This design comes from an exercise in tuning for small area on the open sky130 flow, not from production work.
Function was checked by simulation only, so behaviour that the tests miss may differ from the original.

**flow/run.sh**
```bash
#!/bin/bash
# synth_recipe.tcl (not shown) runs the flow's synth.tcl, then flattens the netlist and writes it again
# the make line also repeats each setting of config.mk as NAME=value (left out here)
make -C /OpenROAD-flow-scripts/flow DESIGN_CONFIG=/design/flow/config.mk WORK_HOME=/design/flow/orfs CLKGATE_MAP_FILE= SYNTH_SCRIPT=/design/flow/synth_recipe.tcl finish
```
**flow/config.mk**
```make
export PLATFORM = sky130hd
export DESIGN_NAME = L2RnR2L
export DESIGN_NICKNAME = L2RnR2L
export VERILOG_FILES = /design/flow/design.v
export SDC_FILE = /design/flow/constraint.sdc
export NUM_CORES = 4
export LEC_CHECK = 0
export CAP_MARGIN = 20
export CORE_MARGIN = 2
export CORE_UTILIZATION = 40
export SLEW_MARGIN = 20
```
**flow/constraint.sdc**
```tcl
create_clock -name core_clock -period 10.0 [get_ports {clk8}]
set_input_delay 2.0000 -clock core_clock [delete_from_list [all_inputs] [get_ports {clk8}]]
set_output_delay 2.0000 -clock core_clock [all_outputs]
set_load 0.01 [all_outputs]
```
**flow/design.v**
```verilog
module L2RnR2L(clk8,reset8,frame_busy,cmd_inst,cmd_data,neo_size,sizeplus1,
   l2r_data,l2r_done,l2r_go);
   input clk8;
   input reset8;
   input frame_busy;
   input [3:0] cmd_inst;
   input [27:0] cmd_data;
   input [7:0] neo_size;
   input [7:0] sizeplus1;
   output l2r_done;
   output [25:0] l2r_data;
   output l2r_go;
   reg l2r_done;
   reg [25:0] l2r_data;
   reg l2r_go;
   reg [25:0] data_buf;
   reg [3:0] rite_blu;
   reg [3:0] rite_grn;
   reg [3:0] rite_red;
   reg [3:0] left_blu;
   reg [3:0] left_grn;
   reg [3:0] left_red;
   reg [4:0] mix_blu_int;
   reg [4:0] mix_grn_int;
   reg [4:0] mix_red_int;
   reg [3:0] nx_rite_blu;
   reg [3:0] nx_rite_grn;
   reg [3:0] nx_rite_red;
   reg [3:0] nx_left_blu;
   reg [3:0] nx_left_grn;
   reg [3:0] nx_left_red;
   reg [3:0] mix_blu;
   reg [3:0] mix_grn;
   reg [3:0] mix_red;
   wire [3:0] nx_mix_blu;
   wire [3:0] nx_mix_grn;
   wire [3:0] nx_mix_red;
   reg [2:0] num_lites;
   reg [4:0] address;
   reg [11:0] random;
   reg [3:0] mainsm;
   reg calc_start;
   reg calc_addr;
   reg calc_lim;
   reg do_compare;
   reg sel_color;
   reg [3:0] iteraysm;
   reg [4:0] num_lite_less1;
   reg [4:0] inner_rite_lite;
   reg [4:0] inner_rite_lim;
   reg [4:0] iteray;
   reg iteray_up;
   reg iteray_en;
   reg iteray_done;
   reg [2:0] colorsm;
   reg calc_randnum;
   reg calc_color;
   reg calc_mix;
   wire feedback = random[10] ~^ random[9];  
   reg [4:0] left_addr_lo;
   reg [4:0] left_addr_hi;
   reg [4:0] rite_addr_lo;
   reg [4:0] rite_addr_hi;
   reg left_cmp_lo;
   reg left_cmp_hi;
   reg rite_cmp_lo;
   reg rite_cmp_hi;
   reg [1:0] cmp;
   wire [1:0] cmp_int;
	reg [7:0] brite;	 
	reg [7:0] briter;	 
   localparam black = 4'h0;
   localparam s_init  = 4'b0000;
   localparam s_start = 4'b0001;
   localparam s_addr  = 4'b0011;
   localparam s_lim   = 4'b0010;
   localparam s_cmp   = 4'b0110;
   localparam s_color = 4'b0111;
   localparam s_go    = 4'b0101;
   localparam s_busy  = 4'b0100;
   localparam s_done  = 4'b1100;
   localparam s_cmd   = 4'b1001;
   localparam i_init  = 4'b0000;
   localparam i_start = 4'b0001;
   localparam i_addr  = 4'b0011;
   localparam i_loop  = 4'b0111;
   localparam i_iter  = 4'b1111;
   localparam i_next  = 4'b1011;
   localparam i_pause = 4'b0110;
   localparam c_init  = 3'b000;
   localparam c_num   = 3'b001;
   localparam c_color = 3'b011;
   localparam c_mix   = 3'b010;
   localparam c_wait  = 3'b110;
   localparam zero  = 2'b00;
   localparam seven = 2'b01;
   localparam eight = 2'b10;
   localparam fs    = 2'b11;
   localparam cmp_black = 2'b00;
   localparam cmp_rite  = 2'b01;
   localparam cmp_left  = 2'b10;
   localparam cmp_mix   = 2'b11;
   always @ (posedge clk8 or posedge reset8)
   begin
      if (reset8)
         begin
            l2r_done   <= 1'b0;
            l2r_go     <= 1'b0;
            num_lites  <= 3'b000;
				brite		  <= 8'h08;
            calc_start <= 1'b0;
            calc_addr  <= 1'b0;
            calc_lim   <= 1'b0;
            do_compare <= 1'b0;
            sel_color  <= 1'b0;
            mainsm     <= s_init;
         end
      else
         case (mainsm)
            s_init:
               begin
                  num_lites <= cmd_data[22:20];
						brite 	 <= cmd_data[19:12];
                  if (cmd_inst == 4'h6)
                     mainsm <= s_start;
               end
            s_start:
               begin
                  calc_start <= 1'b1;  
                  mainsm     <= s_addr;
               end
            s_addr:
               begin
                  calc_start <= 1'b0;
                  mainsm     <= s_lim;
               end
            s_lim:
               begin
                  calc_lim   <= 1'b1;
                  mainsm     <= s_cmp;
               end
            s_cmp:
               begin
                  calc_lim   <= 1'b0;
                  do_compare <= 1'b1;
                  mainsm     <= s_color;
               end
            s_color:
               begin
                  do_compare <= 1'b0;
                  sel_color  <= 1'b1;
                  mainsm     <= s_go;
               end
            s_go:
               begin
                  sel_color  <= 1'b0;
                  l2r_go     <= 1'b1;
                  if (frame_busy == 1)
                     mainsm <= s_busy;
               end
            s_busy:
               begin
                  l2r_go <= 1'b0;
                  if (frame_busy == 0)
                     mainsm <= s_done;
               end
            s_done:
               begin
                  calc_addr <= 1'b1;
                  l2r_done  <= 1'b1;
                  mainsm    <= s_cmd;
               end
            s_cmd:
               begin
                  calc_addr <= 1'b0;
                  l2r_done  <= 1'b0;
                  num_lites <= cmd_data[22:20];
						brite 	 <= cmd_data[19:12];
                  if (cmd_inst == 4'h6)
                     mainsm <= s_start;
               end
            default:
               begin
                  l2r_go <= 1'b0;
                  mainsm <= s_cmd;
               end
         endcase
   end
   always @ (posedge clk8 or posedge reset8)
   begin
      if (reset8)
         address <= 5'b00000;
      else
         if (calc_addr)
            begin
               if (address == neo_size[4:0])  
                  address <= 5'b00000;  
               else
                  address <= address + 1'b1;
            end
   end
   always @ (posedge clk8 or posedge reset8)
   begin
      if (reset8)
         begin
            left_addr_lo <= 5'b00000;
            left_addr_hi <= 5'b00000;
            rite_addr_lo <= 5'b00000;
            rite_addr_hi <= 5'b00000;
         end
      else
         if (calc_lim)
            begin
               left_addr_lo <= iteray;
               left_addr_hi <= num_lites + iteray;  
               rite_addr_lo <= inner_rite_lim - iteray;  
               rite_addr_hi <= neo_size[4:0] - iteray;  
            end
   end
   always @ (posedge clk8 or posedge reset8)
   begin
      if (reset8)
         begin
            left_cmp_lo <= 1'b0;
            left_cmp_hi <= 1'b0;
            rite_cmp_lo <= 1'b0;
            rite_cmp_hi <= 1'b0;
         end
      else
         if (do_compare)
            begin
               begin
                  if (address >= left_addr_lo)
                     left_cmp_lo <= 1'b1;
                  else
                     left_cmp_lo <= 1'b0;
               end
               begin
                  if (address <= left_addr_hi)
                     left_cmp_hi <= 1'b1;
                  else
                     left_cmp_hi <= 1'b0;
               end
               begin
                  if (address >= rite_addr_lo)
                     rite_cmp_lo <= 1'b1;
                  else
                     rite_cmp_lo <= 1'b0;
               end
               begin
                  if (address <= rite_addr_hi)
                     rite_cmp_hi <= 1'b1;
                  else
                     rite_cmp_hi <= 1'b0;
               end
            end
   end
   assign cmp_int = {left_cmp_lo & left_cmp_hi, rite_cmp_lo & rite_cmp_hi};
   always @ (cmp_int)
   begin
      cmp <= cmp_int;
   end
	always @ (posedge clk8 or posedge reset8)
   begin
      if (reset8)
         briter <= 8'h0C; 
		else
			begin
				if (calc_start)
					briter <= brite + {1'b0, brite[7:1]};
			end
	end
   always @ (posedge clk8 or posedge reset8)
   begin
      if (reset8)
         begin
            num_lite_less1  <= 5'b00000;
            inner_rite_lite <= 5'b00000;
            inner_rite_lim  <= 5'b00000;
            iteray_en       <= 1'b0;
            iteray_done     <= 1'b0;
            iteraysm        <= i_init;
         end
      else
         case (iteraysm)
            i_init:
               begin
                  iteray_en       <= 1'b0;
                  iteray_done     <= 1'b0;
                  if (sel_color)
                     iteraysm     <= i_start;
               end
            i_start:
               begin
                  num_lite_less1  <= num_lites - 3'b001;
                  inner_rite_lite <= sizeplus1[4:0] - num_lites; 
                  inner_rite_lim  <= neo_size[4:0] - num_lites; 
                  iteraysm        <= i_addr;
               end
            i_addr:
               begin
                  if (address[4:3] == 2'b01)
                     iteraysm <= i_loop;
               end
            i_loop:
               begin
                  if (iteray_up == 1'b0 && iteray == 5'b00000)
                     iteraysm <= i_pause;  
                  else
                     iteraysm <= i_iter;  
               end
            i_iter:
               begin
                  iteray_en <= 1'b1;
                  iteraysm  <= i_next;
               end
            i_next:
               begin
                  iteray_en <= 1'b0;
                  if (address[4] == 1'b1)
                     iteraysm <= i_addr;  
               end
            i_pause:
               begin
                  iteray_done <= 1'b1;
                  if (address == neo_size[4:0] && calc_addr == 1'b1)
                     iteraysm <= i_init;  
               end
            default:
               begin
                  iteraysm <= i_init;
               end
         endcase
   end
   always @ (posedge clk8 or posedge reset8)
   begin
      if (reset8)
         begin
            iteray    <= 5'b00000;
            iteray_up <= 1'b1;
         end
      else
         begin
            begin
               if (iteray_en == 1'b1 && iteray == inner_rite_lite)
                  iteray_up <= 1'b0;
               else if (iteray_done == 1'b1)
                  iteray_up <= 1'b1;
            end
            if (iteray_en)
               begin
                  if (iteray_up == 1'b1 && iteray < inner_rite_lite)
                     iteray <= iteray + 1'b1;
                  else
                     iteray <= iteray - 1'b1;
               end
         end
   end
   always @ (posedge clk8 or posedge reset8)
   begin
      if (reset8)
         begin
            calc_randnum <= 1'b0;
            calc_color   <= 1'b0;
            calc_mix     <= 1'b0;
            colorsm      <= c_init;
         end
      else
         case (colorsm)
            c_init:
               begin
                  calc_randnum <= 1'b0;
                  calc_color   <= 1'b0;
                  calc_mix     <= 1'b0;
                  if (address[4] == 1'b1)
                     colorsm <= c_num;
               end
            c_num:
               begin
                  calc_randnum <= 1'b1;
                  colorsm      <= c_color;
               end
            c_color:
               begin
                  calc_randnum <= 1'b0;
                  calc_color   <= 1'b1;
                  colorsm      <= c_mix;
               end
            c_mix:
               begin
                  calc_color   <= 1'b0;
                  calc_mix     <= 1'b1;
                  colorsm      <= c_wait;
               end
            c_wait:
               begin
                  calc_mix     <= 1'b0;
                  if (address[4] == 1'b0)
                     colorsm <= c_init;
               end
            default:
               colorsm <= c_init;
         endcase
   end
   always @ (posedge clk8 or posedge reset8)
   begin
      if (reset8)
         random <= 12'h563;  
      else
         begin
            if (calc_randnum)
               random <= {random[10:0], feedback};  
         end
   end
   always @ (posedge clk8 or posedge reset8)
   begin
      if (reset8)
         begin
            nx_rite_blu <= 4'h0;
            nx_rite_grn <= 4'h0;
            nx_rite_red <= 4'h0;
            nx_left_blu <= 4'h0;
            nx_left_grn <= 4'h0;
            nx_left_red <= 4'h0;
         end
      else
         begin
            if (calc_color)
               begin
                  case (random[11:10])
                     3'b00:
                        begin
                           nx_rite_blu <= 4'h0;
                           nx_rite_grn <= 4'h0;
                           nx_rite_red <= 4'hF;
                           nx_left_blu <= 4'h0;
                           nx_left_grn <= 4'h8;
                           nx_left_red <= 4'h0;
                        end
                     3'b01:
                        begin
                           nx_rite_blu <= 4'h0;
                           nx_rite_grn <= 4'h0;
                           nx_rite_red <= 4'hF;
                           nx_left_blu <= 4'h8; 
                           nx_left_grn <= 4'h0;
                           nx_left_red <= 4'h0;
                        end
                     3'b10:
                        begin
                           nx_rite_blu <= 4'h8;
                           nx_rite_grn <= 4'h0;
                           nx_rite_red <= 4'hF;
                           nx_left_blu <= 4'h0;
                           nx_left_grn <= 4'h8;
                           nx_left_red <= 4'hF;
                        end
                     3'b11:
                        begin
                           nx_rite_blu <= 4'h0;
                           nx_rite_grn <= 4'hF;
                           nx_rite_red <= 4'h0;
                           nx_left_blu <= 4'h8;
                           nx_left_grn <= 4'h0;
                           nx_left_red <= 4'h0;
                        end
                  endcase
               end
         end
   end
   always @ (posedge clk8 or posedge reset8)
   begin
      if (reset8)
         begin
            mix_blu_int <= 5'b00000;
            mix_grn_int <= 5'b00000;
            mix_red_int <= 5'b00000;
         end
      else
         if (calc_mix)
            begin
               mix_blu_int <= nx_rite_blu + nx_left_blu;
               mix_grn_int <= nx_rite_grn + nx_left_grn;
               mix_red_int <= nx_rite_red + nx_left_red;
            end
   end
   assign nx_mix_blu = mix_blu_int[4] ? 4'hF : mix_blu_int[3:0];
   assign nx_mix_grn = mix_grn_int[4] ? 4'hF : mix_grn_int[3:0];
   assign nx_mix_red = mix_red_int[4] ? 4'hF : mix_red_int[3:0];
   always @ (posedge clk8 or posedge reset8)
   begin
      if (reset8)
         begin
            rite_blu <= 4'h0;
            rite_grn <= 4'hF;
            rite_red <= 4'h0;
            left_blu <= 4'h0;
            left_grn <= 4'h0;
            left_red <= 4'hF;
            mix_blu  <= 4'h0;
            mix_grn  <= 4'hF;
            mix_red  <= 4'hF;
         end
      else
         begin
            if (iteray_done == 1'b1)
               begin
                  rite_blu <= nx_rite_blu;
                  rite_grn <= nx_rite_grn;
                  rite_red <= nx_rite_red;
                  left_blu <= nx_left_blu;
                  left_grn <= nx_left_grn;
                  left_red <= nx_left_red;
                  mix_blu  <= nx_mix_blu;
                  mix_grn  <= nx_mix_grn;
                  mix_red  <= nx_mix_red;
               end
         end
   end  
   always @ (posedge clk8 or posedge reset8)
   begin
      if (reset8)
         begin
            l2r_data <= 26'h0000000;
         end
      else
         begin
            if (sel_color)
               begin
                  case (cmp)
                     cmp_black:
                        begin
                           l2r_data <= {1'b0, address, brite, black, black, black};
                        end
                     cmp_rite:
                        begin
                           l2r_data <= {1'b0, address, brite, rite_blu, rite_grn, rite_red};
                        end
                     cmp_left:
                        begin
                           l2r_data <= {1'b0, address, brite, left_blu, left_grn, left_red};
                        end
                     cmp_mix:
                        begin
                           l2r_data <= {1'b0, address, briter, mix_blu, mix_grn, mix_red};
                        end
                  endcase
               end
         end
   end
endmodule            
```
==> summary.txt <==
[cell usage after synthesis, types with 16 or more instances]
library cell / number
dfrtp_1: 126
inv_1: 63
ha_1: 57
nand2_1: 56
a21oi_1: 53
o21ai_0: 48
mux2_2: 47
nor2_1: 44
xnor2_1: 20
a21o_1: 17
clkbuf_1: 17
dfstp_2: 16
nand3_1: 16
[kinds of logic after synthesis]
group | synth area share [%]
buffers and inverters | 5.508
muxes | 8.287
and+or+nand+nor | 9.995
other | 0.05018
xor gates and xnor gates | 3.633
DFF | 47.82
adders and majority gates | 11.42
AOI/OAI and AO/OA | 13.29
[sequential cells by signal, summed over array words and instances, names as in the netlist, 8 cells and up]
signal / flops
l2r_data: 19
random: 12
brite: 8
briter: 8
[per-stage QoR]
stage	setup slack, ns	hold WS (ns)	instances
4_1_cts	6.319	0.4781	999
2_1_floorplan	4.217	0.4485	716
3_5_place_dp	6.009	0.4679	967
3_3_place_gp	6.054	0.4600	967
6_report	6.346	0.4768	999
5_1_grt	6.269	0.4960	999
[worst paths after layout]
| path | from | cells after the start | endpoint | slack [ns] |
|---|---|---|---|---|
| min in group asynchronous | reset8 | 2 | rite_addr_hi[2]$_DFFE_PP0P_ | 2.04 |
| max in group asynchronous | reset8 | 3 | left_cmp_lo$_DFFE_PP0P_ | 6.86 |
| max reg2reg | iteray[2]$_DFFE_PP0P_ | 10 | iteray[4]$_DFFE_PP0P_ | 7.39 |
| max | calc_addr$_DFFE_PP0P_ | 1 | l2r_done | 6.35 |
| min reg2reg | briter[4]$_DFFE_PP0P_ | 1 | briter[4]$_DFFE_PP0P_ | 0.48 |
| min | briter[4]$_DFFE_PP0P_ | 1 | briter[4]$_DFFE_PP0P_ | 0.48 |
[layout make-up]
type                            instances  share of cell area [%]
Tap cell                              229                   3.252
Sequential cell                       142                   40.56
Clock inverter                         13                   2.400
Clock buffer                           19                   5.027
Inverter                               63                   2.741
Timing Repair Buffer                   57                   6.433
Multi-Input combinational cell        476                   39.59
[placed cells by master, fill, tap and decap left out, drive strengths merged, types with 6 or more instances in the layout]
cell type / count
nand3: 16
o21a: 6
mux2: 47
a21o: 17
nor3: 10
a21oi: 53
nor2b: 8
dfrtp: 126
ha: 57
xor2: 11
fa: 7
a31oi: 9
o21ai: 50
nand2b: 8
nor2: 45
nand2: 56
o22ai: 6
clkbuf: 19
xnor2: 20
mux2i: 9
dfstp: 16
inv: 65
clkdlybuf4s50: 54
[power groups by stage]
stage / clock (W) / combinational [W] / sequential [W]
floorplan: 0 / 0.000720 / 0.000850
global placement: 0 / 0.000877 / 0.000906
detailed placement: 0 / 0.000917 / 0.000914
CTS: 0.000715 / 0.000925 / 0.000904
global route: 0.000745 / 0.00103 / 0.000927
finish: 0.000701 / 0.000916 / 0.000903
[routing by layer]
layer / GRT usage (%) / share of wire (%)
met1: 20.72 / 45
met4: 6.895 / 2.3
met2: 26.93 / 49
met3: 3.261 / 3.1
met5: 0 / 0
==> impl_metrics.yaml <==
status:
  status: "finished clean"
worst_setup_path:
  critPathBufInv: 1
  path_max_fanout: 12
  path_class: "register to output pin"
  slowest_stage: "clkdlybuf4s50_1"
  crit_family: "buffers and inverters"
  cp.arrival_ns: 1.65
  worstPathCellList: "clkdlybuf4s50_1"
  critPathMaxStageDelay_ns: 0.63
  worstSetupEndpointType: "output pin"
  cp.required_ns: 8.00
  worstSetupStartpointType: "register"
die:
  die_h_um: 140.7
  core_mm2: 0.01815
  die_area_mm2: 0.01979
  die_x_um: 140.7
  ios: 79
  initial_core_util_pct: 41.18
  num_rows: 49
global_routing:
  antenna_found_initial: 0
  grt_use_total_pct: 16.21
  grt_max_degree: 78
  grt_pass1_wl_um: 25450
  grt_pass1_vias: 5130
  grt-ovfl-total: 0
yosys:
  syn_area_per_cell_um2: 10.44
  synth_top_cell_by_area: "dfrtp_1"
  synth_nets: 831
  synthFlopType: "dfrtp_1"
  synth_area_mm2: 0.007473
  ys_seq_elements: 142
  synth_edf_count: 0
  ys_warn_count: 1
  synth_area_leaders: "dfrtp_1 (42%), ha_1 (9.5%), mux2_2 (7.1%), dfstp_2 (5.6%), a21oi_1 (3.5%)"
  yosysSeqAreaShare_pct: 47.82
  async_flop_share_pct: 100.0
  ys_types: 57
  synth_top_area_share_pct: 42.19
  synth_cells: 716
placed_design:
  place_area_mm2: 0.008153
  gp_congestion: 0.8028
  hpwlAfterDp_um: 10470
  io_buffer_count: 54
routing:
  drc: 0
  firstDrtPassIters: 5
  vias: 5170
  antenna_left: 0
  avgRoutedWirePerCell_um: 15.00
  viasPerCell: 5.175
  drt_iter0_drc: 267
  wl_um: 14980
power_and_ir_drop:
  swShare_pct: 34.63
  powerDensity_mw_per_mm2: 285.9
  clock_power_share_pct: 27.8
  p_int_w: 0.001646
  p_leak_nw: 3.978
  vdd_drop_max_mv: 0.1351
  switchingPower_w: 0.0008723
  seqPwrFrac_pct: 35.8
  comb_power_share_pct: 36.4
  p_total_w: 0.002519
cts:
  ctsResizeCount: 0
  clock-root-buffer: "clkbuf_16"
  hold_buffers: 0
  cts_buffers: 17
  cts-htree-levels: 4
  cts_setup_buffers: 0
  cts_tree: "built"
  clockBufferDepth: 2
  clkSinkCount: 142
  clk_latency_ns: 0.42
  clkTransAtPathRegs_ns: 0.06
timing:
  min_period_ns: 3.654
  setup_tns_ns: 0
  worst_pin_slew_ns: 0.7377
  setup_viol: 0
  drv_slew: 0
  slew_headroom_pct: 50.82
  fin_skew_ns: 0.006876
  max_clock_freq_mhz: 273.6
  rsz0062_at_grt: "false"
  final_hold_viol_count: 0
  fin_crit_sh_pct: 36.54
cells_and_area:
  fin_area_mm2: 0.008811
  multiInputGateArea_mm2: 0.003488
  nNetsFinal: 872
  nFillCells: 1654
  syn_to_final_growth_pct: 17.90
  final_core_utilization_pct: 48.55
  regArea_mm2: 0.003573
  antenna_cells: 0
  drive_above_1_share_pct: 13.64
run:
  cap_violations: 0
worst_hold_path:
  hp-class: "register to register"

==> what the ideal ports hide <==
How much do the figures lean on ideal ports? The routed layout below was timed once more, with nothing changed but the port constraints.
Step 1 sets driving cells, clkbuf_16 on the clock port and buf_2 on the other inputs (assumed; they add their load-dependent delay and slew).
Step 2 also shifts input and output timing later by t, the mid clock arrival at the registers, as if the neighbouring blocks saw the same clock.
Three values: ideal ports, drivers, drivers and shift; two values: the first two.
shift t [ns]: 0.460
setup slack, ns: 6.346 / 6.304 / 6.092
latest minus earliest clock arrival (ns): 0.008 / 0.007
After both steps setup and hold are still met in this run. For this run, drivers alone change the setup slack by -0.042 ns; drivers and shift together by -0.254 ns.
